Source: an optimization exercise on an open RTL-to-GDS flow (aim: small area). Production flows keep margins and buffers that such runs may drop. Function was checked by simulation only, so behaviour that the tests miss may differ from the original.

==> raven: inputs <==
==> flow/design.v (excerpt) <==
module altitude_reflex_chip (
    input wire clk,
    input wire rst_n,
    input wire signed [15:0] altitude_current,
    input wire signed [15:0] altitude_target,
    input wire signed [15:0] velocity_z,
    input wire signed [15:0] accel_z,
    input wire [7:0] compliance,
    input wire signed [15:0] pid_kp,
    input wire signed [15:0] pid_ki,
    input wire signed [15:0] pid_kd,
    output wire signed [15:0] thrust_output,
    output reg control_valid
);
reg [16:0] integral;
reg [15:0] derivative;
reg [15:0] last_error;
reg [10:0] thrust;
wire n0 = ~altitude_current[0];
wire n1 = ~altitude_current[1];
wire n2 = ~altitude_current[2];
wire n3 = ~altitude_current[3];
wire n4 = ~altitude_current[4];
wire n5 = ~altitude_current[5];
wire n6 = ~altitude_current[6];
wire n7 = ~altitude_current[7];
wire n8 = ~altitude_current[8];
wire n9 = ~altitude_current[9];
wire n10 = ~altitude_current[10];
wire n11 = ~altitude_current[11];
wire n12 = ~altitude_current[12];
wire n13 = ~altitude_current[13];
wire n14 = ~altitude_current[14];
wire n15 = ~altitude_current[15];
wire n16 = altitude_target[0] & n0;
wire n17 = altitude_target[1] & n1;
wire n18 = altitude_target[2] & n2;
wire n19 = altitude_target[3] & n3;
wire n20 = altitude_target[4] & n4;
wire n21 = altitude_target[5] & n5;
wire n22 = altitude_target[6] & n6;
wire n23 = altitude_target[7] & n7;
wire n24 = altitude_target[8] & n8;
wire n25 = altitude_target[9] & n9;
wire n26 = altitude_target[10] & n10;
wire n27 = altitude_target[11] & n11;
wire n28 = altitude_target[12] & n12;
wire n29 = altitude_target[13] & n13;
wire n30 = altitude_target[14] & n14;
wire n31 = altitude_target[15] & n15;
wire n32 = altitude_target[0] ^ n0;
wire n33 = altitude_target[1] ^ n1;
wire n34 = altitude_target[2] ^ n2;
wire n35 = altitude_target[3] ^ n3;
wire n36 = altitude_target[4] ^ n4;
wire n37 = altitude_target[5] ^ n5;
wire n38 = altitude_target[6] ^ n6;
wire n39 = altitude_target[7] ^ n7;
wire n40 = altitude_target[8] ^ n8;
wire n41 = altitude_target[9] ^ n9;
wire n42 = altitude_target[10] ^ n10;
wire n43 = altitude_target[11] ^ n11;
wire n44 = altitude_target[12] ^ n12;
wire n45 = altitude_target[13] ^ n13;
wire n46 = altitude_target[14] ^ n14;
wire n47 = altitude_target[15] ^ n15;
  ...
==> flow/config.mk <==
export PLATFORM = sky130hd
export DESIGN_NAME = altitude_reflex_chip
export DESIGN_NICKNAME = altitude_reflex_chip
export VERILOG_FILES = /design/flow/design.v
export SDC_FILE = /design/flow/constraint.sdc
export NUM_CORES = 4
export LEC_CHECK = 0
export ABC_AREA = 1
export CAP_MARGIN = 5
export CORE_MARGIN = 2
export CORE_UTILIZATION = 40
export SLEW_MARGIN = 5
export SYNTH_HIERARCHICAL = 1
==> flow/constraint.sdc <==
create_clock -name core_clock -period 25.0 [get_ports {clk}]
set_input_delay 5.0000 -clock core_clock [delete_from_list [all_inputs] [get_ports {clk}]]
set_output_delay 5.0000 -clock core_clock [all_outputs]
set_load 0.01 [all_outputs]
standard.sh (not shown) runs the stock make flow with config.mk's settings and CLKGATE_MAP_FILE= SYNTH_SCRIPT=/design/flow/synth_recipe.tcl, a recipe that flattens the netlist after the stock synthesis.
==> flow/flow/run.sh <==
#!/bin/bash
# The standard layout (the standard.sh) with these changes:
#  - synthesis is the standard synthesis (synth_recipe.tcl and ORFS's
#    synth.tcl, unchanged but for one line) with ABC's technology-mapping
#    script replaced by flow/abc_area_amap.script (area-oriented mapping);
#    registers, flattening and renaming are exactly as in the standard synthesis;
#  - every input and output port gets a sky130_fd_sc_hd__buf_1 buffer;
#  - the buffers that synthesis inserted are removed once at floorplan and
#    global placement is not timing driven (the design meets timing with margin);
#  - clock tree synthesis uses clkbuf_4/clkbuf_8 and inserts no dummy loads.
# Each tool's full output is in standard.log (and ORFS's own logs under orfs/logs).
set -o pipefail
HERE=$(pwd)
F=$HERE/flow
sed "s#\$::env(SCRIPTS_DIR)/abc_area.script#$F/abc_area_amap.script#" \
  "$FLOW_HOME/scripts/synth_preamble.tcl" > "$HERE/synth_preamble_amap.tcl"
sed "s#source \$::env(SCRIPTS_DIR)/synth_preamble.tcl#source $HERE/synth_preamble_amap.tcl#" \
  "$FLOW_HOME/scripts/synth.tcl" > "$HERE/synth_amap.tcl"
sed "s#source \$::env(SCRIPTS_DIR)/synth.tcl#source $HERE/synth_amap.tcl#" \
  "$HERE/synth_recipe.tcl" > "$HERE/synth_recipe_amap.tcl"
for f in synth_preamble_amap.tcl synth_amap.tcl synth_recipe_amap.tcl; do
  [ -s "$HERE/$f" ] || { echo "empty $f" > flow_error.log; exit 1; }
done
grep -q "abc_area_amap.script" "$HERE/synth_preamble_amap.tcl" || { echo "preamble edit failed" > flow_error.log; exit 1; }
grep -q "synth_preamble_amap.tcl" "$HERE/synth_amap.tcl" || { echo "synth edit failed" > flow_error.log; exit 1; }
grep -q "synth_amap.tcl" "$HERE/synth_recipe_amap.tcl" || { echo "synth_recipe edit failed" > flow_error.log; exit 1; }
export BUFFER_PORTS_ARGS="-buffer_cell sky130_fd_sc_hd__buf_1"
export CTS_ARGS="-sink_clustering_enable -repair_clock_nets -dont_use_dummy_load -buf_list {sky130_fd_sc_hd__clkbuf_4 sky130_fd_sc_hd__clkbuf_8}"
bash standard.sh SYNTH_SCRIPT="$HERE/synth_recipe_amap.tcl" REMOVE_ABC_BUFFERS=1 GPL_TIMING_DRIVEN=0 > standard.log 2>&1
==> flow/flow/abc_area_amap.script <==
strash
dch -f
amap
topo
dnsize -c
==> inputs of delta, as changes to raven <==
- CAP_MARGIN: 5 -> 20
- CORE_UTILIZATION: 40 -> 60
- SLEW_MARGIN: 5 -> 20
==> inputs of sierra, as changes to raven <==
- CAP_MARGIN: 5 -> 20
- SLEW_MARGIN: 5 -> 20
==> results_dict.tcl <==
set metrics [dict create \
    wl_met3_microns 8371 \
    status "timing/DRC/antenna clean" \
    dieArea_sq_um 55410 \
    startpoint "pid_ki[5]" \
    buffers 145 \
    via_per_inst 6.296 \
    tightest_slew_ns 1.309 \
    fillers 5248 \
]
-- figures above: raven

==> results_dict.tcl <==
set metrics [dict create \
    status "timing/DRC/antenna clean" \
    hpwl_microns 59190 \
    setup.worst_path.end "thrust[9]" \
    track_usage_pct 42.43 \
    startpoint "altitude_target[0]" \
    tightest_slew_ns 1.159 \
    antenna_found_initial 4 \
    fillers 3088 \
    wl_met3_microns 9196 \
]
-- figures above: delta

==> results_dict.tcl <==
set metrics [dict create \
    status "timing/DRC/antenna clean" \
    wl_met3_microns 8371 \
    tightest_slew_ns 1.142 \
    fillers 5271 \
    startpoint "altitude_target[0]" \
    via_per_inst 6.327 \
    buffers 141 \
]
-- figures above: sierra


========
==> run a: inputs <==
altitude_reflex_chip, a different RTL version from the one above (not shown whole).
Settings: LEC_CHECK=0, ABC_AREA=1, CAP_MARGIN=5, CORE_MARGIN=2, CORE_UTILIZATION=40, SLEW_MARGIN=5, SYNTH_HIERARCHICAL=1; clock period 25.0 ns.
Scripts as last shown in full above: flow/flow/run.sh, flow/flow/abc_area_amap.script
==> run b (differences from run a) <==
--- a/flow/config.mk
+++ b/flow/config.mk
@@ -7,7 +7,7 @@
 export LEC_CHECK = 0
 export ABC_AREA = 1
-export CAP_MARGIN = 5
+export CAP_MARGIN = 20
 export CORE_MARGIN = 2
 export CORE_UTILIZATION = 40
-export SLEW_MARGIN = 5
+export SLEW_MARGIN = 20
 export SYNTH_HIERARCHICAL = 1
==> notes <==
- Run b completed with no timing, DRC or antenna violations. Run a ran to the end with violations: capacitance limit, slew limit.
- In run a the setup slack is worse than in run b, by 0.14 ns.
- In synthesized cell count, run a and run b do not differ.
- Between run b and run a, the lower worst hold slack is in run a (gap 0.0084 ns).
- Between run b and run a, the lower global-route usage is in run a (gap 0.16 points).
- Synthesized area is the same in run b and run a.
- Between run b and run a, the lower register-to-register slack is in run a (gap 0.11 ns).
- Between run b and run a, the lower first-iteration DRC count is in run a (gap 2.6%, measured against run a).

========
==> inputs of job 7866 <==
Starting RTL as in the previous note.
==> flow/config.mk <==
export PLATFORM = sky130hd
export DESIGN_NAME = altitude_reflex_chip
export DESIGN_NICKNAME = altitude_reflex_chip
export VERILOG_FILES = /design/flow/design.v
export SDC_FILE = /design/flow/constraint.sdc
export NUM_CORES = 4
export LEC_CHECK = 0
export ABC_AREA = 1
export CAP_MARGIN = 12
export CORE_MARGIN = 2
export CORE_UTILIZATION = 40
export SLEW_MARGIN = 12
export SYNTH_HIERARCHICAL = 1
==> flow/constraint.sdc <==
create_clock -name core_clock -period 25.0 [get_ports {clk}]
set_input_delay 5.0000 -clock core_clock [delete_from_list [all_inputs] [get_ports {clk}]]
set_output_delay 5.0000 -clock core_clock [all_outputs]
set_load 0.01 [all_outputs]
Scripts as last shown in full above: flow/flow/run.sh, flow/flow/abc_area_amap.script
==> job 6590 (differences from job 7866) <==
--- a/flow/config.mk
+++ b/flow/config.mk
@@ -6,8 +6,8 @@
 export NUM_CORES = 4
 export LEC_CHECK = 0
 export ABC_AREA = 1
-export CAP_MARGIN = 12
+export CAP_MARGIN = 20
 export CORE_MARGIN = 2
-export CORE_UTILIZATION = 40
-export SLEW_MARGIN = 12
+export CORE_UTILIZATION = 55
+export SLEW_MARGIN = 20
 export SYNTH_HIERARCHICAL = 1
==> job 1671 (differences from job 7866) <==
--- a/flow/flow/run.sh
+++ b/flow/flow/run.sh
@@ -7,7 +7,7 @@
 #  - every input and output port gets a sky130_fd_sc_hd__buf_1 buffer;
 #  - the buffers that synthesis inserted are removed once at floorplan and
 #    global placement is not timing driven (the design meets timing with margin);
-#  - clock tree synthesis uses clkbuf_4/clkbuf_8 and inserts no dummy loads.
+#  - clock tree synthesis uses clkbuf_4/clkbuf_8 and inserts no dummy loads (no sink clustering).
 # Each tool's full output is in standard.log (and ORFS's own logs under orfs/logs).
 set -o pipefail
 HERE=$(pwd)
@@ -25,5 +25,5 @@
 grep -q "synth_preamble_amap.tcl" "$HERE/synth_amap.tcl" || { echo "synth edit failed" > flow_error.log; exit 1; }
 grep -q "synth_amap.tcl" "$HERE/synth_recipe_amap.tcl" || { echo "synth_recipe edit failed" > flow_error.log; exit 1; }
 export BUFFER_PORTS_ARGS="-buffer_cell sky130_fd_sc_hd__buf_1"
-export CTS_ARGS="-sink_clustering_enable -repair_clock_nets -dont_use_dummy_load -buf_list {sky130_fd_sc_hd__clkbuf_4 sky130_fd_sc_hd__clkbuf_8}"
+export CTS_ARGS="-repair_clock_nets -dont_use_dummy_load -buf_list {sky130_fd_sc_hd__clkbuf_4 sky130_fd_sc_hd__clkbuf_8}"
 bash standard.sh SYNTH_SCRIPT="$HERE/synth_recipe_amap.tcl" REMOVE_ABC_BUFFERS=1 GPL_TIMING_DRIVEN=0 > standard.log 2>&1
--- a/flow/config.mk
+++ b/flow/config.mk
@@ -6,8 +6,8 @@
 export NUM_CORES = 4
 export LEC_CHECK = 0
 export ABC_AREA = 1
-export CAP_MARGIN = 12
+export CAP_MARGIN = 20
 export CORE_MARGIN = 2
 export CORE_UTILIZATION = 40
-export SLEW_MARGIN = 12
+export SLEW_MARGIN = 20
 export SYNTH_HIERARCHICAL = 1
==> qor summary <==
metric	job 1671	job 7866	job 6590
Nets	3276	3281	3281
Non-Filler Cell Area, Final	22900 sq um	22900 sq um	22700 sq um
Ant. Diodes	1	3	1
Pre-CTS setup slack	0.176 ns	-0.281 ns	-0.173 ns
Per-cell via count in the routed design	6.24	6.23	6.60
All-layer global routing usage	0.286	0.286	0.370
Max stage delay cell, worst path	clkinv_1	clkinv_1	nand2_1
Effective utilization at floorplan	0.404	0.404	0.561
Slowest Stage Delay on Critical Path	0.81 ns	0.80 ns	0.82 ns
Total via count in the routed design	20419	20443	20475
Worst-margin pin slew	1.01 ns	1.16 ns	1.18 ns
Outcome	timing/DRC/antenna clean	timing/DRC/antenna clean	timing/DRC/antenna clean
Worst hold slack after final layout	0.601 ns	0.592 ns	0.516 ns
Final WS setup	1.16 ns	1.01 ns	1.06 ns
Overall die width	234 microns	234 microns	200 microns
Number of antenna violations at the first check in global routing	1	3	2
GP Congestion	0.945	0.945	0.971
Fill cells	5217	5217	3453
Share of final layout cell area taken by non-clock buffers	0.0271	0.0286	0.0290
DIE AREA	54900 sq um	54900 sq um	40200 sq um
Number of DRC markers in iteration 0	1996	2018	2304

-- afterwards: timing with drivers on the ports --
The results above use ideal ports. As a check the final layouts listed here were re-extracted and re-timed, cells and wires unchanged.
Step 1 assumes that a clkbuf_16 drives the clock port and a buf_2 every other input.
Step 2 adds t to the input delays and takes it off the output delays; t is the mean of the earliest and latest rising clock arrival at the registers after step 1. Input paths then give back, and output paths get back, about the clock's delay inside the block.
Three values: ideal ports, drivers, drivers and shift; two values: the first two.
| run | t, ns | slack for setup (ns) | slew at the worst register clock pin (ns) |
|---|---|---|---|
| raven | 0.404 | 0.835 / 0.850 / 0.446 | 0.09 / 0.09 |
| delta | 0.402 | 0.916 / 0.937 / 0.535 | 0.11 / 0.11 |
| sierra | 0.414 | 0.898 / 0.926 / 0.512 | 0.09 / 0.09 |
| run a | 0.438 | 1.023 / 1.048 / 0.610 | 0.09 / 0.09 |
| run b | 0.439 | 1.164 / 1.193 / 0.755 | 0.08 / 0.08 |
| job 7866 | 0.434 | 1.008 / 1.033 / 0.599 | 0.09 / 0.09 |
| job 6590 | 0.474 | 1.063 / 1.090 / 0.617 | 0.11 / 0.11 |
| job 1671 | 0.439 | 1.164 / 1.193 / 0.755 | 0.08 / 0.08 |
For job 6590, which loses most, drivers alone change the setup slack by +0.027 ns; drivers and shift together by -0.446 ns.
